Background: an optimization exercise with open tools, aiming at small area. Do not read the settings as production practice. Only the layout flow was run in this run; the RTL was not checked for function there. Power figures rest on the tool's default switching activity, not on a simulated workload.

File: flow/config.mk
export PLATFORM = sky130hd
export DESIGN_NAME = riscv
export DESIGN_NICKNAME = riscv
export VERILOG_FILES = /design/flow/design.v
export SDC_FILE = /design/flow/constraint.sdc
export NUM_CORES = 4
export LEC_CHECK = 0
export CAP_MARGIN = 20
export CORE_MARGIN = 2
export CORE_UTILIZATION = 40
export SETUP_SLACK_MARGIN = 0.2
export SLEW_MARGIN = 20
export SYNTH_HIERARCHICAL = 1
File: flow/design.v
module riscv(
	input clk,
	input rst_n,
	input [31:0]instr,
	input [31:0]Rd_mem_data,
	output [7:0]rom_addr,
	output [31:0]Wr_mem_data,
	output W_en,
	output R_en,
	output [31:0]ram_addr,
	output [2:0]RW_type
    );
	reg [31:1] pc;
	reg [31:0] r [1:31];
	wire [31:0] s1n, s2n;
	wire [31:1] wr, hold;
	wire [31:0] wdg;
	wire [31:1] pc_next;
	wire [31:0] rs1v, rs2v;
	genvar gb, gr;
	generate for (gb = 0; gb < 32; gb = gb + 1) begin : g_rd
		wire [31:0] col;
		assign col[0] = 1'b0;
		for (gr = 1; gr < 32; gr = gr + 1) begin : g_c
			assign col[gr] = r[gr][gb];
		end
		rf_rdslice u_rd1 (.d(col), .sn(s1n), .o(rs1v[gb]));
		rf_rdslice u_rd2 (.d(col), .sn(s2n), .o(rs2v[gb]));
	end endgenerate
	riscv_core u_core (
		.rst_n(rst_n), .instr(instr), .Rd_mem_data(Rd_mem_data), .pc(pc), .rs1v(rs1v), .rs2v(rs2v),
		.s1n(s1n), .s2n(s2n), .wr(wr), .hold(hold), .wdg(wdg), .pc_next(pc_next),
		.Wr_mem_data(Wr_mem_data), .W_en(W_en), .R_en(R_en), .ram_addr(ram_addr), .RW_type(RW_type));
	assign rom_addr = pc[9:2];
	always @(posedge clk or negedge rst_n)
		if (!rst_n) pc <= 31'd0;
		else pc <= pc_next;
	generate for (gr = 1; gr < 32; gr = gr + 1) begin : g_wr
		wire [31:0] dnext;
		rf_wcell u_w (.q(r[gr]), .hold(hold[gr]), .wr(wr[gr]), .wd(wdg), .d(dnext));
		always @(posedge clk) r[gr] <= dnext;
	end endgenerate
endmodule
module riscv_core(
	input rst_n,
	input [31:0] instr,
	input [31:0] Rd_mem_data,
	input [31:1] pc,
	input [31:0] rs1v,
	input [31:0] rs2v,
	output reg [31:0] s1n,
	output reg [31:0] s2n,
	output reg [31:1] wr,
	output reg [31:1] hold,
	output [31:0] wdg,
	output [31:1] pc_next,
	output [31:0] Wr_mem_data,
	output W_en,
	output R_en,
	output [31:0] ram_addr,
	output [2:0] RW_type
    );
	wire b6 = instr[6], b5 = instr[5], b4 = instr[4], b3 = instr[3], b2 = instr[2];
	wire [2:0] f3 = instr[14:12];
	wire i30 = instr[30];
	wire i31 = instr[31];
	wire is_load  = ~b6 & ~b5 & ~b4;
	wire is_store = ~b6 &  b5 & ~b4;
	wire is_br    =  b6 & ~b2;
	wire is_jal   =  b3;
	wire is_jump  =  b6 & b2;           
	wire is_lui   = ~b6 & b5 & b2;
	wire is_auipc = ~b6 & ~b5 & b2;
	wire is_alu   = ~b6 & b4 & ~b2;     
	wire is_op    = is_alu & b5;
	wire reg_wr   = ~is_br & ~is_store;
	wire use_pc   = is_auipc | is_jal;
	wire use_rs1  = ~(b2 & (~b6 | b3));  
	wire use_imm  = ~(is_op | is_br);
	wire [4:0] rs1 = instr[19:15];
	wire [4:0] rs2 = instr[24:20];
	wire [4:0] rd  = instr[11:7];
	integer k;
	always @(*) begin
		for (k = 0; k < 32; k = k + 1) begin
			s1n[k] = ~(use_rs1 & (rs1 == k));
			s2n[k] = ~(rs2 == k);
		end
		s1n[0] = use_rs1 & (rs1 != 5'd0);   
	end
	genvar gi;
	wire isS = is_store;
	wire isU = ~b6 & b2;
	wire isJ = is_jal;
	wire [31:0] imm_a;
	assign imm_a[0]     = isU | isJ ? 1'b0 : (isS ? instr[7] : instr[20]);
	assign imm_a[4:1]   = isU ? 4'd0 : (isS ? instr[11:8] : instr[24:21]);
	assign imm_a[10:5]  = isU ? 6'd0 : instr[30:25];
	assign imm_a[11]    = isU ? 1'b0 : (isJ ? instr[20] : i31);
	assign imm_a[19:12] = (isU | isJ) ? instr[19:12] : {8{i31}};
	assign imm_a[30:20] = isU ? instr[30:20] : {11{i31}};
	assign imm_a[31]    = i31;
	wire [31:0] immB = {{19{i31}}, i31, instr[7], instr[30:25], instr[11:8], 1'b0};
	wire [31:0] A = rs1v | ({pc, 1'b0} & {32{use_pc}});
	wire [31:0] B = use_imm ? imm_a : rs2v;
	wire sub = is_br | (is_alu & ~f3[2] & f3[1]) | (is_op & ~f3[2] & ~f3[1] & ~f3[0] & i30);
	wire [31:0] Bx = B ^ {32{sub}};
	wire [31:0] p = A ^ Bx;
	wire [31:0] g = A & Bx;
	wire [32:0] s33 = {1'b0, A} + {1'b0, Bx} + {32'd0, sub};
	wire [31:0] sum = s33[31:0];
	wire cout = s33[32];
	wire signed_cmp = is_br ? ~f3[1] : ~f3[0];
	wire lt = signed_cmp ? (p[31] ^ cout) : ~cout;
	wire eq = &p;
	wire taken = is_br & ((f3[2] ? lt : eq) ^ f3[0]);
	wire [31:0] Arev;
	generate for (gi = 0; gi < 32; gi = gi + 1) begin : g_rev
		assign Arev[gi] = A[31-gi];
	end endgenerate
	wire [31:0] shin = f3[2] ? A : Arev;
	wire fill = i30 & A[31] & f3[2];
	wire [4:0] sh = B[4:0];
	wire [31:0] s1 = sh[0] ? {fill, shin[31:1]} : shin;
	wire [31:0] s2 = sh[1] ? {{2{fill}}, s1[31:2]} : s1;
	wire [31:0] s4 = sh[2] ? {{4{fill}}, s2[31:4]} : s2;
	wire [31:0] s8 = sh[3] ? {{8{fill}}, s4[31:8]} : s4;
	wire [31:0] shr = sh[4] ? {{16{fill}}, s8[31:16]} : s8;
	wire [31:0] shl;
	generate for (gi = 0; gi < 32; gi = gi + 1) begin : g_rev2
		assign shl[gi] = shr[31-gi];
	end endgenerate
	reg [31:0] res;
	always @(*) begin
		if (is_alu) begin
			case (f3)
				3'b000: res = sum;
				3'b001: res = shl;
				3'b010: res = {31'd0, lt};
				3'b011: res = {31'd0, lt};
				3'b100: res = p;
				3'b101: res = shr;
				3'b110: res = p | g;
				default: res = g;
			endcase
		end else
			res = sum;
	end
	wire [31:1] badd = taken ? immB[31:1] : 31'd2;
	wire [31:1] pcadd = pc + badd;
	assign pc_next = is_jump ? sum[31:1] : pcadd;
	wire [31:0] wd = is_load ? Rd_mem_data : (is_jump ? {pcadd, 1'b0} : res);
	assign wdg = wd & {32{rst_n}};
	wire we = reg_wr & rst_n;
	integer j;
	always @(*)
		for (j = 1; j < 32; j = j + 1) begin
			wr[j]   = ~rst_n | (we & (rd == j));
			hold[j] = ~wr[j];
		end
	assign Wr_mem_data = rs2v;
	assign W_en        = is_store;
	assign R_en        = is_load;
	assign ram_addr    = sum;
	assign RW_type     = f3;
endmodule
module rf_rdslice(input [31:0] d, input [31:0] sn, output o);
	assign o = &(d | sn);
endmodule
module rf_wcell(input [31:0] q, input hold, input wr, input [31:0] wd, output [31:0] d);
	assign d = (q & {32{hold}}) | (wd & {32{wr}});
endmodule
File: flow/run.sh
#!/bin/bash
# synth_recipe.tcl (not shown) runs the flow's synth.tcl, then flattens the netlist and writes it again
# the make line also repeats each setting of config.mk as NAME=value (left out here)
make -C /OpenROAD-flow-scripts/flow DESIGN_CONFIG=/design/flow/config.mk WORK_HOME=/design/flow/orfs CLKGATE_MAP_FILE= SYNTH_SCRIPT=/design/flow/synth_recipe.tcl finish
File: flow/constraint.sdc
create_clock -name core_clock -period 10.0 [get_ports {clk}]
set_input_delay 2.0000 -clock core_clock [delete_from_list [all_inputs] [get_ports {clk}]]
set_output_delay 2.0000 -clock core_clock [all_outputs]
set_load 0.01 [all_outputs]
==> results.txt <==
[worst max-delay path by stage]
stage | to | startpoint | slack, ns
after floorplan | r[10][11] | instr[21] | 0.22
final | r[14][27] | instr[22] | 0.29
after detailed placement | r[5][23] | instr[22] | -1.03
after global placement | r[16][23] | instr[22] | -0.91
after CTS | r[5][22] | instr[24] | 0.20
after global routing | r[14][27] | instr[22] | 0.17
[metrics by stage]
stage	setup TNS (ns)	setup WS (ns)
after floorplan	0	0.219
after global placement	-443.35	-0.908
after detailed placement	-544.30	-1.03
after CTS	0	0.203
after global routing	0	0.175
final	0	0.295
[Yosys stat by module (local to each module, per instance)]
| module | cells inside | times used | flip-flops and latches | area (µm²) |
|---|---|---|---|---|
| rf_wcell | 38 | 31 | 0 | 350 |
| rf_rdslice | 27 | 64 | 0 | 146 |
| riscv_core | 1870 | 1 | 0 | 11900 |
| riscv | 1032 | 1 | 1023 | 20700 |
[what timing repair did]
| action | CTS | global route |
|---|---|---|
| endpoints found under the setup margin | 604 | 670 |
| buffers inserted | 2 | 26 |
| gates resized for setup | 27 | 128 |
| pin swaps | 7 | 55 |
| gates cloned | 0 | 10 |
| hold endpoints to repair | 0 | 0 |
[cell families (layout without fill, tap and decap cells)]
family / Yosys count / after routing
other: 1 / 74
and+or+nand+nor: 1336 / 1336
muxes: 118 / 118
buffers and inverters: 502 / 1488
AOI/OAI and AO/OA: 2658 / 2658
DFF: 1023 / 1023
xor gates and xnor gates: 93 / 93
adders and majority gates: 77 / 77
[per-layer routing]
layer	vias to the layer above	GRT usage (%)	part of all wire [%]
li1	24800	-	-
met1	28600	51.7	38
met2	4589	56.5	40
met3	1044	12.8	14
met4	4	23.5	7.6
met5	-	0	0.0049
[registers in the layout, indices dropped and copies added, names as in the netlist]
signal and flops:
r 992, pc 31
[cell usage in the layout, fill, tap and decap left out, types with 28 or more instances in the layout]
cell type / Yosys / routed
sky130_fd_sc_hd__buf_4: 51 / 847
sky130_fd_sc_hd__a21o_1: 30 / 30
sky130_fd_sc_hd__o221ai_1: 37 / 31
sky130_fd_sc_hd__dfxtp_1: 992 / 992
sky130_fd_sc_hd__buf_12: 0 / 144
sky130_fd_sc_hd__o21ai_4: 0 / 33
sky130_fd_sc_hd__mux2i_1: 78 / 77
sky130_fd_sc_hd__o22ai_1: 1036 / 1035
sky130_fd_sc_hd__nand4_1: 142 / 142
sky130_fd_sc_hd__o21ai_0: 113 / 75
sky130_fd_sc_hd__clkbuf_16: 0 / 116
sky130_fd_sc_hd__nor2_1: 719 / 693
sky130_fd_sc_hd__nand3_1: 37 / 36
sky130_fd_sc_hd__a22o_1: 932 / 932
sky130_fd_sc_hd__conb_1: 1 / 64
sky130_fd_sc_hd__ha_1: 75 / 66
sky130_fd_sc_hd__clkdlybuf4s50_1: 0 / 122
sky130_fd_sc_hd__nand2_1: 256 / 253
sky130_fd_sc_hd__inv_1: 118 / 99
sky130_fd_sc_hd__xnor2_1: 70 / 59
sky130_fd_sc_hd__a21oi_1: 202 / 183
sky130_fd_sc_hd__o21ai_1: 27 / 28
sky130_fd_sc_hd__dfrtp_1: 31 / 31
sky130_fd_sc_hd__and3_1: 36 / 36
sky130_fd_sc_hd__a22o_2: 62 / 62
[area by class of cell]
cell class	count	share of cell area, %
Clock inverter	48	0.865
Antenna cell	10	0.0366
Clock buffer	149	4.52
Tap cell	1755	3.21
Timing Repair Buffer	1165	16.4
Sequential cell	1023	30.2
Inverter	126	0.692
Multi-Input combinational cell	4346	44.1
[where the power goes]
| group | total (mW) | internal [mW] | leakage, nW | switching (mW) |
|---|---|---|---|---|
| clock | 4.26 | 2.42 | 1.83 | 1.83 |
| sequential | 6.96 | 5.61 | 8.62 | 1.35 |
| combinational | 8.91 | 4.04 | 18.7 | 4.86 |
==> flow_summary.rst <==
.. list-table::
   :header-rows: 1

   * - Metric
     - Value
   * - Outcome
     - timing/DRC/antenna clean
   * - Half-perimeter wire length after detailed placement
     - 198000 µm
   * - Sum of buffers and inverters on the critical path
     - 14
   * - Setup repair after global routing missed its margin
     - no
   * - Design Area, Final
     - 0.0683 mm²
   * - Number of antenna violations at the first check in global routing
     - 8
   * - Final net count
     - 6911
   * - Hold_buf cts
     - 0
   * - Cell types with the largest area share after synthesis
     - sky130_fd_sc_hd__dfxtp_1 38%, sky130_fd_sc_hd__a22o_1 15%, sky130_fd_sc_hd__o22ai_1 12%
   * - Pwr Density
     - 295 mW/mm²
   * - Worst setup EP type
     - flop
   * - Worst path slowest cell
     - sky130_fd_sc_hd__clkdlybuf4s50_1
   * - FF-to-FF path depth
     - 35
   * - Total routing resource utilization after global routing
     - 39.6%
   * - Worst EP arrival
     - 10.37 ns
   * - Number of top-level pins
     - 143
   * - Most used flip-flop cell after synthesis
     - sky130_fd_sc_hd__dfxtp_1
   * - Critical Path Stages
     - 44
   * - Number of port buffers
     - 140
   * - Routability cong.
     - 1.06
   * - Hold Path Depth
     - 1
   * - First DRT Iteration DRCs
     - 9299
   * - Critical path type
     - in2reg
   * - Total number of vias
     - 59100
   * - Synthesized cell area
     - 0.0528 mm²
   * - Clock buffer count from CTS
     - 106
   * - Clock latency reported for the late side of the worst-skew pair
     - 0.77 ns
   * - RR Startpoint
     - r[30][0]
   * - Count of flip-flops with a built-in enable after synthesis
     - 0
   * - Total Die Area
     - 0.135 mm²
   * - DP Cell Count
     - 8377
   * - Mean cell area of the mapped netlist
     - 9.10 µm²
   * - Post-layout minimum cycle time
     - 9.71 ns
   * - Clock transition time at the flip-flop clock pins of the worst setup and hold paths
     - 0.06 ns
   * - Area Growth Syn to Fin
     - 29.3%
   * - Power Total
     - 20.1 mW
   * - Largest family of logic cells by synthesized area
     - compound AO/OA/AOI/OAI gates
   * - Unique cell type count in the Yosys netlist
     - 104
   * - Maximum clock skew at final layout
     - 0.0577 ns
   * - Maximum Capacitance Violations
     - 0
   * - Effective utilization at floorplan
     - 40.2%
   * - Actual transition at the worst max-transition pin
     - 1.23 ns
   * - Number of endpoints with negative hold slack in the final report
     - 0
   * - Most frequent cell on the critical path
     - sky130_fd_sc_hd__buf_4
   * - CTS Buffer Depth
     - 3
   * - Area share of the largest cell type after synthesis
     - 37.6%
   * - Ys async rst share
     - 3.03%
   * - Highest fanout seen on the critical path
     - 11
   * - Overflow left after global routing
     - 0
   * - Number of cells produced by synthesis
     - 5808
   * - Share of synthesized area spent on multiplexers
     - 2.86%
   * - Adder-Cell Fraction of Synth Area
     - 1.85%
   * - Worst-case headroom to the max-slew limit
     - 17.8%
   * - Final setup viols
     - 0
   * - Reg-to-reg slack, setup
     - 2.53 ns
   * - Avg Vias per Cell
     - 6.85
   * - Compound-gate portion of the synthesized area
     - 36.7%
   * - Post-route core utilization
     - 52.0%
   * - Hold_sp
     - r[19][10]
   * - Floorplan core area
     - 0.131 mm²
   * - Wire length of the first global-routing pass
     - 393000 µm
   * - Share of final-layout standard cells stronger than drive strength 1
     - 22.2%
   * - Wire length per cell
     - 32.9 µm
   * - Critical register-to-register path endpoint
     - r[14][27]
   * - Fmax
     - 103 MHz
   * - Area fraction in and, or, nand and nor cells after synthesis
     - 11.2%
   * - Die extent in y
     - 367 µm
   * - Row count
     - 133
   * - Clock tree from TritonCTS
     - done
   * - Slowest cell delay on critical path
     - 0.51 ns
   * - Worst min-delay path category
     - reg2reg
   * - Area after DPL
     - 0.0635 mm²
   * - Most numerous cell in the Yosys netlist
     - sky130_fd_sc_hd__o22ai_1
   * - Hold Crit Endpoint
     - r[19][10]
   * - Pre-Repair DR Iteration Count
     - 6
   * - Worst endpoint required time
     - 10.67 ns
   * - Synth warnings
     - 10
   * - Maximum number of pins on one net before global-route repair
     - 66
   * - Clk root buf
     - sky130_fd_sc_hd__clkbuf_16
   * - H-tree depth reported by CTS
     - 3
   * - Area taken by multi-input logic gates
     - 0.0301 mm²
   * - Sequential standard cell area
     - 0.0206 mm²
   * - Final max-slew violation count
     - 0
   * - DRC violations left
     - 0
   * - Launching element type of the critical path
     - input port
   * - Most frequent cells after synthesis
     - 1036 x sky130_fd_sc_hd__o22ai_1, 992 x sky130_fd_sc_hd__dfxtp_1, 932 x sky130_fd_sc_hd__a22o_1
   * - Routed Antenna Nets
     - 0
   * - Synth area leader
     - sky130_fd_sc_hd__dfxtp_1
   * - Aggregate routed wire length
     - 284000 µm
   * - Filler Cells Inserted
     - 12200
   * - Synth Area in XOR/XNOR
     - 1.54%
   * - Final period utilization
     - 97.1%
   * - Final instance count without filler cells
     - 8622
   * - Die Wd
     - 367 µm
   * - Final-layout worst hold slack
     - 0.511 ns
   * - Number of global-route vias before repair
     - 54300
   * - Seq cells post-synth
     - 1023
   * - Number of sinks driven by the clock tree
     - 1023
   * - LEAKAGE
     - 29.1 nW
   * - Seq/Total Area, Yosys
     - 39.1%
   * - Largest delay share family, worst path
     - buffers and inverters
   * - Peak supply drop
     - 0.162 mV

==> re-timing with driven ports <==
The flow's constraints put no driver on any port. The routed layout listed below was extracted and timed again, unchanged, in two steps.
Step 1 assumes that a clkbuf_16 drives the clock port and a buf_2 every other input.
Step 2 times the ports against the registers' clock, not the clock port: input delays grow and output delays shrink by t, the midpoint of the rising clock arrivals with the driver on.
Slacks: ideal / step 1 / step 2; pairs: ideal / step 1.
t, ns: 0.826
slack for setup (ns): 0.295 / 0.282 / -0.472
worst setup path after step 2: input to register
worst register clock-pin slew, ns: 0.07 / 0.07
pins driven straight from the clock port: 1
Met with ideal ports but missed after step 2: setup timing in this run. For this run, drivers alone change the setup slack by -0.013 ns; drivers and shift together by -0.767 ns.
